From an optimization exercise on the open Yosys and OpenROAD flow, aimed at small area and a short achievable clock period; shortcuts taken in it are not production practice. The RTL was checked by simulation tests, not by an equivalence proof against the original design. Power and IR drop assume default switching activity.

==> v38: inputs <==
## npu_top
module npu_top(
    input  wire        CLKEXT,
    input  wire        RST_GLO,
    input  wire        EN_FSM,
    input  wire        EN_CONFIG,
    input  wire [7:0]  DA,
    input  wire [7:0]  DB,
    input  wire [7:0]  DC,
    input  wire [7:0]  DD,
    input  wire        RD_EN,
    input  wire        EN_PISO_DEB,
    input  wire        CLR_PISO_DEB,
    input  wire        SHIFT_DEB,
    input  wire        SEL_CON,
    output wire [7:0]  D_OUT,
    output wire        FULL,
    output wire        EMPTY
);
Settings: LEC_CHECK=0, CAP_MARGIN=20, CORE_MARGIN=2, CORE_UTILIZATION=65, CTS_CLUSTER_DIAMETER=60, CTS_CLUSTER_SIZE=30, SLEW_MARGIN=20; clock period 10.0 ns.
standard.sh (not shown) runs the stock make flow with config.mk's settings and CLKGATE_MAP_FILE= SYNTH_SCRIPT=/design/flow/synth_recipe.tcl, a recipe that flattens the netlist after the stock synthesis.
==> flow/flow/run.sh <==
#!/bin/bash
set -euo pipefail
bash standard.sh SETUP_SLACK_MARGIN=6.75 finish > standard_flow.log 2>&1
==> v12 (differences from v38) <==
--- a/flow/design.v
+++ b/flow/design.v
@@ -2,15 +2,18 @@
     input  wire [15:0] acc,
     input  wire [15:0] ps,
     input  wire [15:0] pc,
     input  wire        psg,
     input  wire        clr,
     output wire [15:0] nxt
 );
-    wire [15:0] sum = acc + ps + pc;
+    wire [15:0] t_s = acc ^ ps ^ pc;
+    wire [15:0] t_c = (acc & ps) | (pc & (acc ^ ps));
+    wire [15:0] sum;
+    add16 ADD (.x(t_s), .y({t_c[14:0], 1'b0}), .z(sum));
     wire ovf = (acc[15] == psg) & (sum[15] != acc[15]);
     assign nxt = clr ? 16'd0 : (ovf ? (acc[15] ? 16'h8000 : 16'h7FFF) : sum);
 endmodule
 module booth8_cs(input wire [7:0] a, input wire [7:0] b, output wire [15:0] s, output wire [15:0] c);
     wire [8:0] b9 = {b, 1'b0};
     wire one0 = b9[1] ^ b9[0];
     wire two0 = (b9[2] & ~b9[1] & ~b9[0]) | (~b9[2] & b9[1] & b9[0]);
@@ -434,76 +437,66 @@
         end else if (!c_shift) begin
             for (i = 0; i < 4; i = i + 1) po[i] <= dt_out[8*i +: 8];
         end else if (c_en_piso) begin
             for (i = 3; i > 0; i = i - 1) po[i] <= po[i-1];
         end
     end
     wire [95:0] deb_in = {dt_ssfr, dt_con, 7'd0, acc2_d, acc1_d, dt_d, dt_c, dt_b, dt_a};
-    reg  [7:0] pd [0:11];
-    wire pd_clr   = CLR_PISO_DEB | RST;
-    wire pd_load  = ~pd_clr & ~SHIFT_DEB;
-    wire pd_shift = ~pd_clr & SHIFT_DEB & EN_PISO_DEB;
-    wire pd_hold  = ~pd_clr & SHIFT_DEB & ~EN_PISO_DEB;
-    reg  [7:0] pd_n [0:11];
-    integer j;
+    reg [7:0] pd [0:11];
+    reg [7:0] pd11_n;
+    wire pd_clr = CLR_PISO_DEB | RST;
     always @* begin
-        pd_n[0] = ({8{pd_load}} & deb_in[7:0]) | ({8{pd_shift | pd_hold}} & pd[0]);
-        for (j = 1; j < 12; j = j + 1)
-            pd_n[j] = ({8{pd_load}} & deb_in[8*j +: 8]) | ({8{pd_shift}} & pd[j-1])
-                    | ({8{pd_hold}} & pd[j]);
+        if (pd_clr)           pd11_n = 8'd0;
+        else if (!SHIFT_DEB)  pd11_n = deb_in[95:88];
+        else if (EN_PISO_DEB) pd11_n = pd[10];
+        else                  pd11_n = pd[11];
+    end
+    integer j;
+    always @(posedge CLKEXT) begin
+        if (pd_clr) begin
+            for (j = 0; j < 12; j = j + 1) pd[j] <= 8'd0;
+        end else if (!SHIFT_DEB) begin
+            for (j = 0; j < 12; j = j + 1) pd[j] <= deb_in[8*j +: 8];
+        end else if (EN_PISO_DEB) begin
+            for (j = 11; j > 0; j = j - 1) pd[j] <= pd[j-1];
+        end
     end
-    wire [7:0] pd11_n = pd_n[11];
-    always @(posedge CLKEXT)
-        for (j = 0; j < 12; j = j + 1) pd[j] <= pd_n[j];
     reg [7:0] mem [0:127];
-    reg [6:0] wr_ptr, rp1;
+    reg [6:0] wr_ptr, rd_ptr;
     reg       full_r, empty_r;
-    reg [7:0] rdata, head;
+    reg [7:0] rdata;
     wire wr = f_wr & ~full_r;
     wire rd = RD_EN & ~empty_r;
-    wire one_left = (rp1 == wr_ptr);            
-    wire [7:0] rdata_n = RST ? 8'd0 : (rd ? head : rdata);
+    wire [7:0] rdata_n = RST ? 8'd0 : (rd ? mem[rd_ptr] : rdata);
     always @(posedge CLKEXT) begin
         if (wr) mem[wr_ptr] <= po[3];
     end
     always @(posedge CLKEXT) begin
         rdata <= rdata_n;
-        if (rd) head <= (wr & one_left) ? po[3] : mem[rp1];
-        else if (wr & empty_r) head <= po[3];
         if (RST) begin
-            wr_ptr <= 7'd0; rp1 <= 7'd1; full_r <= 1'b0; empty_r <= 1'b1;
+            wr_ptr <= 7'd0; rd_ptr <= 7'd0; full_r <= 1'b0; empty_r <= 1'b1;
         end else begin
             if (wr) wr_ptr <= wr_ptr + 7'd1;
-            if (rd) rp1 <= rp1 + 7'd1;
-            full_r  <= (full_r & ~rd) | (wr & ~rd & (wr_ptr + 7'd2 == rp1));
-            empty_r <= (empty_r & ~wr) | (rd & ~wr & one_left);
+            if (rd) rd_ptr <= rd_ptr + 7'd1;
+            full_r  <= (full_r & ~rd) | (wr & ~rd & (wr_ptr + 7'd1 == rd_ptr));
+            empty_r <= (empty_r & ~wr) | (rd & ~wr & (rd_ptr + 7'd1 == wr_ptr));
         end
     end
-    wire [7:0]  rdata_s = rd ? head : rdata;
-    wire [7:0]  po3_f   = f_clr_piso ? 8'd0 : (!f_shift ? dt_out[31:24] : (f_en_piso ? po[2] : po[3]));
-    wire [7:0]  po3_m   = DC[0] ? 8'd0 : (!DC[2] ? dt_out[31:24] : (DC[1] ? po[2] : po[3]));
-    wire [7:0]  po3_s   = SEL_CON ? po3_f : po3_m;
-    wire        trig_s  = ssfr[10] & c_en_relu;
-    wire [15:0] l_upd   = c1 ? relu1 : (c2 ? relu2 : largest);
-    wire [7:0]  i_upd   = (c1 | c2) ? next_idx : index;
-    wire [15:0] l_s     = ssfr[9] ? 16'h8000 : (trig_s ? l_upd : largest);
-    wire [7:0]  i_s     = ssfr[9] ? 8'd0 : (trig_s ? i_upd : index);
-    wire [7:0]  pd11_s  = CLR_PISO_DEB ? 8'd0 : (!SHIFT_DEB ? dt_ssfr[15:8] : (EN_PISO_DEB ? pd[10] : pd[11]));
-    wire [2:0]  sel_s   = EN_CONFIG ? DA[7:5] : ssfr[15:13];
-    reg  [7:0]  dout_s;
+    wire [2:0] sel_n = RST ? 3'd1 : (EN_CONFIG ? DA[7:5] : ssfr[15:13]);
+    reg  [7:0] dout_n;
     always @* begin
-        case (sel_s)
-            3'd0: dout_s = rdata_s;
-            3'd1: dout_s = po3_s;
-            3'd2: dout_s = i_s;
-            3'd3: dout_s = l_s[15:8];
-            3'd4: dout_s = l_s[7:0];
-            3'd5: dout_s = pd11_s;
-            default: dout_s = 8'd0;
+        case (sel_n)
+            3'd0: dout_n = rdata_n;
+            3'd1: dout_n = po3_n;
+            3'd2: dout_n = index_n;
+            3'd3: dout_n = largest_n[15:8];
+            3'd4: dout_n = largest_n[7:0];
+            3'd5: dout_n = pd11_n;
+            default: dout_n = 8'd0;
         endcase
     end
     reg [7:0] dout;
-    always @(posedge CLKEXT) dout <= RST ? 8'd0 : dout_s;
+    always @(posedge CLKEXT) dout <= dout_n;
     assign D_OUT = dout;
     assign FULL  = full_r;
     assign EMPTY = empty_r;
 endmodule
==> flow/run.sh (new file) <==
#!/bin/bash
# synth_recipe.tcl (not shown) runs the flow's synth.tcl, then flattens the netlist and writes it again
# the make line also repeats each setting of config.mk as NAME=value (left out here)
make -C /OpenROAD-flow-scripts/flow DESIGN_CONFIG=/design/flow/config.mk WORK_HOME=/design/flow/orfs CLKGATE_MAP_FILE= SYNTH_SCRIPT=/design/flow/synth_recipe.tcl finish
CTS_CLUSTER_DIAMETER = default   (was 60)
CTS_CLUSTER_SIZE = default   (was 30)
removed: flow/flow/run.sh
removed: flow/standard.sh
==> v30 (differences from v38) <==
--- a/flow/design.v
+++ b/flow/design.v
@@ -474,36 +474,26 @@
         end else begin
             if (wr) wr_ptr <= wr_ptr + 7'd1;
             if (rd) rp1 <= rp1 + 7'd1;
             full_r  <= (full_r & ~rd) | (wr & ~rd & (wr_ptr + 7'd2 == rp1));
             empty_r <= (empty_r & ~wr) | (rd & ~wr & one_left);
         end
     end
-    wire [7:0]  rdata_s = rd ? head : rdata;
-    wire [7:0]  po3_f   = f_clr_piso ? 8'd0 : (!f_shift ? dt_out[31:24] : (f_en_piso ? po[2] : po[3]));
-    wire [7:0]  po3_m   = DC[0] ? 8'd0 : (!DC[2] ? dt_out[31:24] : (DC[1] ? po[2] : po[3]));
-    wire [7:0]  po3_s   = SEL_CON ? po3_f : po3_m;
-    wire        trig_s  = ssfr[10] & c_en_relu;
-    wire [15:0] l_upd   = c1 ? relu1 : (c2 ? relu2 : largest);
-    wire [7:0]  i_upd   = (c1 | c2) ? next_idx : index;
-    wire [15:0] l_s     = ssfr[9] ? 16'h8000 : (trig_s ? l_upd : largest);
-    wire [7:0]  i_s     = ssfr[9] ? 8'd0 : (trig_s ? i_upd : index);
-    wire [7:0]  pd11_s  = CLR_PISO_DEB ? 8'd0 : (!SHIFT_DEB ? dt_ssfr[15:8] : (EN_PISO_DEB ? pd[10] : pd[11]));
-    wire [2:0]  sel_s   = EN_CONFIG ? DA[7:5] : ssfr[15:13];
-    reg  [7:0]  dout_s;
+    wire [2:0] sel_n = RST ? 3'd1 : (EN_CONFIG ? DA[7:5] : ssfr[15:13]);
+    reg  [7:0] dout_n;
     always @* begin
-        case (sel_s)
-            3'd0: dout_s = rdata_s;
-            3'd1: dout_s = po3_s;
-            3'd2: dout_s = i_s;
-            3'd3: dout_s = l_s[15:8];
-            3'd4: dout_s = l_s[7:0];
-            3'd5: dout_s = pd11_s;
-            default: dout_s = 8'd0;
+        case (sel_n)
+            3'd0: dout_n = rdata_n;
+            3'd1: dout_n = po3_n;
+            3'd2: dout_n = index_n;
+            3'd3: dout_n = largest_n[15:8];
+            3'd4: dout_n = largest_n[7:0];
+            3'd5: dout_n = pd11_n;
+            default: dout_n = 8'd0;
         endcase
     end
     reg [7:0] dout;
-    always @(posedge CLKEXT) dout <= RST ? 8'd0 : dout_s;
+    always @(posedge CLKEXT) dout <= dout_n;
     assign D_OUT = dout;
     assign FULL  = full_r;
     assign EMPTY = empty_r;
 endmodule
CTS_CLUSTER_DIAMETER = 50   (was 60)
CTS_CLUSTER_SIZE = 24   (was 30)
==> comparison <==
Between v38 and v12, the lower non-clock buffer count is in v12 (gap 91). The highest wire length belongs to v38, the lowest to v30. Sequential cell count is the same in v38 and v30. Worst setup slack, highest first: v30, v38, v12. Between v30 and v12, the lower clock power is in v30 (gap about 3%, measured against v12). Against v30, the core utilization of v38 is lower by 1.2 points.

==> static timing again, ports no longer ideal <==
No port has a modelled driver above. Below, the same layouts with a new extraction and two added sets of constraints.
Step 1: set_driving_cell puts a clkbuf_16 on CLKEXT and a buf_2 on each other input, an assumption about the parent block.
Step 2 adds t to the input delays and takes it off the output delays; t is the mean of the earliest and latest rising clock arrival at the registers after step 1. Input paths then give back, and output paths get back, about the clock's delay inside the block.
Slacks: no drivers / after step 1 / after step 2; pairs: no drivers / after step 1.
| run | t (ns) | setup WS [ns] | worst hold slack (ns) | slew at the worst register clock pin (ns) |
|---|---|---|---|---|
| v38 | 0.798 | 6.526 / 6.526 / 5.778 | 0.359 / 0.359 / 0.359 | 0.11 / 0.11 |
| v12 | 0.825 | 5.332 / 5.374 / 4.549 | 0.343 / 0.343 / 0.343 | 0.06 / 0.06 |
| v30 | 0.824 | 6.742 / 6.678 / 5.901 | 0.344 / 0.344 / 0.344 | 0.08 / 0.08 |
After both steps setup and hold are still met in every run listed. The setup slack of v30, which loses most, moves by -0.064 ns with the drivers and by -0.841 ns with both steps.
